What follows belongs to an exercise in optimizing a design on an open flow for small area and a short achievable clock period; a production flow would make more cautious choices.
The RTL was checked by simulation tests, not by an equivalence proof against the original design.
Power and IR drop assume default switching activity.

== P ==
Design filter, start of the top module:
module filter
  #(
    parameter WIDTH = 32,
    parameter MWIDTH = 1,
    parameter FLTLEN = 8,
    parameter ID = 123
    )
   (
    input wire                   clk,
    input wire                   rst_n,
    input wire [WIDTH-1:0]       in_data,
    input wire                   in_nd,
    input wire [MWIDTH-1:0]      in_m,
    input wire [32-1:0]  in_msg,
    input wire                   in_msg_nd,
    output wire [WIDTH-1:0]      out_data,
    output wire                  out_nd,
    output wire [MWIDTH-1:0]     out_m,
    output wire                  error
    );
==> flow/config.mk <==
export PLATFORM = sky130hd
export DESIGN_NAME = filter
export DESIGN_NICKNAME = filter
export VERILOG_FILES = /design/flow/design.v
export SDC_FILE = /design/flow/constraint.sdc
export NUM_CORES = 4
export LEC_CHECK = 0
export CAP_MARGIN = 20
export CORE_MARGIN = 2
export CORE_UTILIZATION = 40
export CTS_BUF_LIST = sky130_fd_sc_hd__clkbuf_4
export SLEW_MARGIN = 20
==> flow/constraint.sdc <==
create_clock -name core_clock -period 10.0 [get_ports {clk}]
set_input_delay 2.0000 -clock core_clock [delete_from_list [all_inputs] [get_ports {clk}]]
set_output_delay 2.0000 -clock core_clock [all_outputs]
set_load 0.01 [all_outputs]
standard.sh (not shown) runs the stock make flow with config.mk's settings and CLKGATE_MAP_FILE= SYNTH_SCRIPT=/design/flow/synth_recipe.tcl, a recipe that flattens the netlist after the stock synthesis.
==> flow/flow/run.sh <==
#!/bin/bash
# Standard layout, with timing repair aiming past the 10 ns constraint and
# regular buffers on the ports. Each tool's log stays under orfs/logs/.
set -euo pipefail
bash standard.sh SETUP_SLACK_MARGIN=6.5 "BUFFER_PORTS_ARGS=-buffer_cell sky130_fd_sc_hd__buf_2" finish > make_finish.log 2>&1
--- input diff P..Q ---
Settings: CTS_BUF_LIST: sky130_fd_sc_hd__clkbuf_4 -> unset.
Q against P: wire length closely matched the old numbers, final critical delay including setup and external delays fell by 0.20 ns.
For Q, the first element of the critical path was da[17], unlike P, where it was mout.
For total chip power, dividing the value from Q by the value from P gives 1.07.
P ended up with edfxtp_1 as its highest-delay cell along the critical path; Q ended up with buf_4.
Of the two values seen for capture point of the worst path, pia1[0] was produced by Q and out_m[0] by P.
Final worst hold slack for Q is higher than for P.
Q vs P — post-route clock period utilization dropped 2.0 points.
The run showing the smaller global router's overall resource usage is Q.
#### Input delta (R over Q)
==> flow/flow/run.sh <==
#!/bin/bash
# Standard layout, with timing repair aiming past the 10 ns constraint and
# regular buffers on the ports. Each tool's log stays under orfs/logs/.
set -euo pipefail
bash standard.sh SETUP_SLACK_MARGIN=0 "BUFFER_PORTS_ARGS=-buffer_cell sky130_fd_sc_hd__buf_2" finish > make_finish.log 2>&1
## What came out
Peak per-stage delay on the critical path: R vs Q up 0.12 ns
In terms of final cell area excluding filler cells, R and Q differ only marginally.
R -> Q: clock slew at the register clock pins of the worst setup and hold paths flat
--- input diff R..S ---
==> flow/flow/run.sh <==
#!/bin/bash
# Standard layout, with timing repair aiming past the 10 ns constraint and
# regular buffers on the ports. Each tool's log stays under orfs/logs/.
set -euo pipefail
bash standard.sh SETUP_SLACK_MARGIN=6.8 "BUFFER_PORTS_ARGS=-buffer_cell sky130_fd_sc_hd__buf_2" finish > make_finish.log 2>&1
[summary]
- Between R and S, the flow reports global-route wire length before repair increasing by a few percent.
- Diff S..R | die area | unchanged
- Arrival time at the worst endpoint for S: 0.50 ns down relative to R
- R reports its critical path launch point as da[14] while S reports da[6].
- S vs R, final critical-path required period went down by 0.58 ns.
- In the reports for R and S, the larger routing usage on met1 belongs to S.
- Delta (S minus R): proportion of power drawn by combinational gates did not really move, worst max-slew margin expressed relative to the limit went up, clock-cell share of area went down, total number of vias went up.


Another version of the RTL of filter (not shown whole).
Size: roughly 660 flip-flops, about 100 I/O pins, roughly 43,000 um^2 of cells after synthesis.
clock: 10.0 ns
lec_check: 0
abc_clock_period_in_ps: 3000
cap_margin: 20
core_margin: 2
core_utilization: 40
gpl_timing_driven: 0
slew_margin: 20
run.sh (not shown) runs the stock make flow with config.mk's settings and CLKGATE_MAP_FILE= SYNTH_SCRIPT=/design/flow/synth_recipe.tcl, a recipe that flattens the netlist after the stock synthesis.
Stock flow here: none of the scripts above is used.
Change:
==> flow/flow/run.sh (new file) <==
#!/bin/bash
# Standard layout, with timing repair aiming past the 10 ns constraint and
# regular buffers on the ports. Each tool's log stays under orfs/logs/.
set -euo pipefail
bash standard.sh SETUP_SLACK_MARGIN=6.5 "BUFFER_PORTS_ARGS=-buffer_cell sky130_fd_sc_hd__buf_2" finish > make_finish.log 2>&1
==> flow/standard.sh (new file) <==
#!/bin/bash
# synth_recipe.tcl (not shown) runs the flow's synth.tcl, then flattens the netlist and writes it again
# the make line also repeats each setting of config.mk as NAME=value (left out here)
make -C /OpenROAD-flow-scripts/flow DESIGN_CONFIG=/design/flow/config.mk WORK_HOME=/design/flow/orfs CLKGATE_MAP_FILE= SYNTH_SCRIPT=/design/flow/synth_recipe.tcl "${@:-finish}"
- ABC_CLOCK_PERIOD_IN_PS: 3000 -> default
- GPL_TIMING_DRIVEN: 0 -> default
removed: flow/run.sh
Cell area came out higher by 6.7%.
Routed wire length falls by 13%.
Register-to-register slack improved by 1.6 ns.
Area after synthesis does not change.
Clock power is higher by about 1%.
Setup slack improved by 1.6 ns.
Worst hold slack loses 0.0091 ns.
Core utilization grows by 3.0 points.
Power went up by 6.4%.
Flip-flop and latch count does not change.


RTL: one of the versions met above, not the one the previous note started from.
Size in the first run: roughly 4500 cells after synthesis, about 45000 um2 of cells after synthesis.
Settings: LEC_CHECK=0, CAP_MARGIN=20, CORE_MARGIN=2, CORE_UTILIZATION=40, SLEW_MARGIN=20; clock period 10.0 ns.
standard.sh (not shown) runs the stock make flow with config.mk's settings and CLKGATE_MAP_FILE= SYNTH_SCRIPT=/design/flow/synth_recipe.tcl, a recipe that flattens the netlist after the stock synthesis.
==> flow/flow/run.sh <==
#!/bin/bash
# The standard layout with two changes in how it is made:
#  - after the standard synthesis, flow/fapol.py chooses the polarity of each
#    full-adder cell so that fewer inverters are needed (registers and their
#    names are untouched; the netlist computes the same function);
#  - timing repair aims past the 10 ns constraint, and the ports are buffered
#    with buf_2 cells.
# Each step's output goes to a log file of its own here (and ORFS's own logs
# stay under orfs/logs/).
set -euo pipefail
R=orfs/results/sky130hd/filter/base
bash standard.sh synth > make_synth.log 2>&1
cp $R/1_2_yosys.v $R/1_2_yosys_std.v
python3 flow/fapol.py $R/1_2_yosys_std.v $R/1_2_yosys.v > fapol.log 2>&1
rm -f $R/1_synth.odb
bash standard.sh SETUP_SLACK_MARGIN=6.5 "BUFFER_PORTS_ARGS=-buffer_cell sky130_fd_sc_hd__buf_2" finish > make_finish.log 2>&1
Other scripts of this flow, unchanged in this note and not shown: flow/flow/fapol.py
The starting point produced a clean layout.
Rerun with:
--- a/flow/flow/run.sh
+++ b/flow/flow/run.sh
@@ -14,3 +14,3 @@
 python3 flow/fapol.py $R/1_2_yosys_std.v $R/1_2_yosys.v > fapol.log 2>&1
 rm -f $R/1_synth.odb
-bash standard.sh SETUP_SLACK_MARGIN=6.5 "BUFFER_PORTS_ARGS=-buffer_cell sky130_fd_sc_hd__buf_2" finish > make_finish.log 2>&1
+bash standard.sh SETUP_SLACK_MARGIN=6.6 "BUFFER_PORTS_ARGS=-buffer_cell sky130_fd_sc_hd__buf_2" finish > make_finish.log 2>&1
Settings changed: CTS_BUF_LIST from default to sky130_fd_sc_hd__clkbuf_8, CTS_CLUSTER_DIAMETER from default to 90, CTS_CLUSTER_SIZE from default to 18.
The changed run went through all stages and came out clean.
Total power came out lower by 19%.
Setup slack gets better by 100 ps.
Cell area decreases by 3.4%.
Clock-buffer cell count fell by 76.
Cell count decreases by 1.3%.
Routed wire length is about the same.
Combinational power barely changes.
Global-route usage goes down by 0.30 points.
Utilization shrinks by 1.5 points.
Rerun with:
--- a/flow/flow/run.sh
+++ b/flow/flow/run.sh
@@ -14,3 +14,3 @@
 python3 flow/fapol.py $R/1_2_yosys_std.v $R/1_2_yosys.v > fapol.log 2>&1
 rm -f $R/1_synth.odb
-bash standard.sh SETUP_SLACK_MARGIN=6.6 "BUFFER_PORTS_ARGS=-buffer_cell sky130_fd_sc_hd__buf_2" finish > make_finish.log 2>&1
+bash standard.sh SETUP_SLACK_MARGIN=6.9 "BUFFER_PORTS_ARGS=-buffer_cell sky130_fd_sc_hd__buf_2" finish > make_finish.log 2>&1
Settings changed: CTS_BUF_LIST sky130_fd_sc_hd__clkbuf_8 to default, CTS_CLUSTER_DIAMETER 90 to default, CTS_CLUSTER_SIZE 18 to default.
Outcome:
- The new run went through all stages and came out clean
- final cell count goes up by a few percent
- power rose by a quarter to a third
- design area increases by roughly a tenth
- sequential cell count stays the same
- worst hold slack gets worse by 6.1 ps
- first-iteration DRC count came out higher by a quarter to a third
- non-clock buffer count climbs by 164
- setup slack improves by 69 ps
- register-to-register slack gets better by 110 ps
- die area stays the same


## run 5
filter again, from the RTL that the note above started with.
clock: 10.0 ns
lec_check: 0
cap_margin: 20
core_margin: 2
core_utilization: 55
slew_margin: 20
==> flow/flow/run.sh <==
#!/bin/bash
# The standard layout with two changes in how it is made:
#  - after the standard synthesis, flow/fapol.py chooses the polarity of each
#    full-adder cell so that fewer inverters are needed (registers and their
#    names are untouched; the netlist computes the same function);
#  - timing repair aims past the 10 ns constraint, and the ports are buffered
#    with buf_2 cells.
# Each step's output goes to a log file of its own here (and ORFS's own logs
# stay under orfs/logs/).
set -euo pipefail
R=orfs/results/sky130hd/filter/base
bash standard.sh synth > make_synth.log 2>&1
cp $R/1_2_yosys.v $R/1_2_yosys_std.v
python3 flow/fapol.py $R/1_2_yosys_std.v $R/1_2_yosys.v > fapol.log 2>&1
rm -f $R/1_synth.odb
bash standard.sh SETUP_SLACK_MARGIN=6.7 "BUFFER_PORTS_ARGS=-buffer_cell sky130_fd_sc_hd__buf_2" finish > make_finish.log 2>&1
Other scripts of this flow, unchanged in this note and not shown: flow/flow/fapol.py
Here is what was changed in the inputs of run 2 compared with run 5.
Settings: CORE_UTILIZATION changed from 55 to 40.
[summary]
- The flop-to-flop setup slack was comparable across run 5 and run 2.
- The post-route fraction of the period consumed by the critical path of run 2 and that of run 5 are within noise of each other.
- Met2 track utilization from global routing (run 2 over run 5): decrease, 11 points
- Run 2: total power divided by cell area is about 1.7% lower than what run 5 reported.
- Run 2 ends up with higher number of non-clock buffers in the layout than run 5 does.

static timing again, ports no longer ideal:
How much do the figures lean on ideal ports? The routed layouts below were timed once more, with nothing changed but the port constraints.
Step 1 (the two cells are an assumption about what drives the block):
set clk [get_ports {clk}]
set_driving_cell -lib_cell sky130_fd_sc_hd__clkbuf_16 $clk
set_driving_cell -lib_cell sky130_fd_sc_hd__buf_2 [delete_from_list [all_inputs] $clk]
Step 2 also shifts input and output timing later by t, the mid clock arrival at the registers, as if the neighbouring blocks saw the same clock.
Three values: ideal, step 1, step 2; two values: the first two.
run	t (ns)	slack for setup (ns)	worst register clock-pin slew, ns
P	1.139	6.375 / 6.302 / 6.343	0.07 / 0.07
Q	0.748	6.578 / 6.578 / 6.342	0.07 / 0.07
R	0.742	6.165 / 6.165 / 6.165	0.06 / 0.06
S	0.756	6.742 / 6.680 / 6.293	0.06 / 0.06
the first run of note 2	0.710	4.520 / 4.520 / 4.520	0.07 / 0.07
the second run of note 2	0.706	6.164 / 6.164 / 5.952	0.07 / 0.07
the first run of note 3	0.732	6.559 / 6.559 / 6.210	0.07 / 0.07
the second run of note 3	0.833	6.663 / 6.591 / 6.255	0.12 / 0.12
the third run of note 3	0.754	6.733 / 6.662 / 6.281	0.07 / 0.07
run 5	0.717	6.733 / 6.733 / 6.310	0.06 / 0.06
run 2	0.734	6.747 / 6.735 / 6.277	0.07 / 0.07
After both steps every run listed still meets setup and hold. For run 2, which loses most, drivers alone change the setup slack by -0.012 ns; drivers and shift together by -0.470 ns.
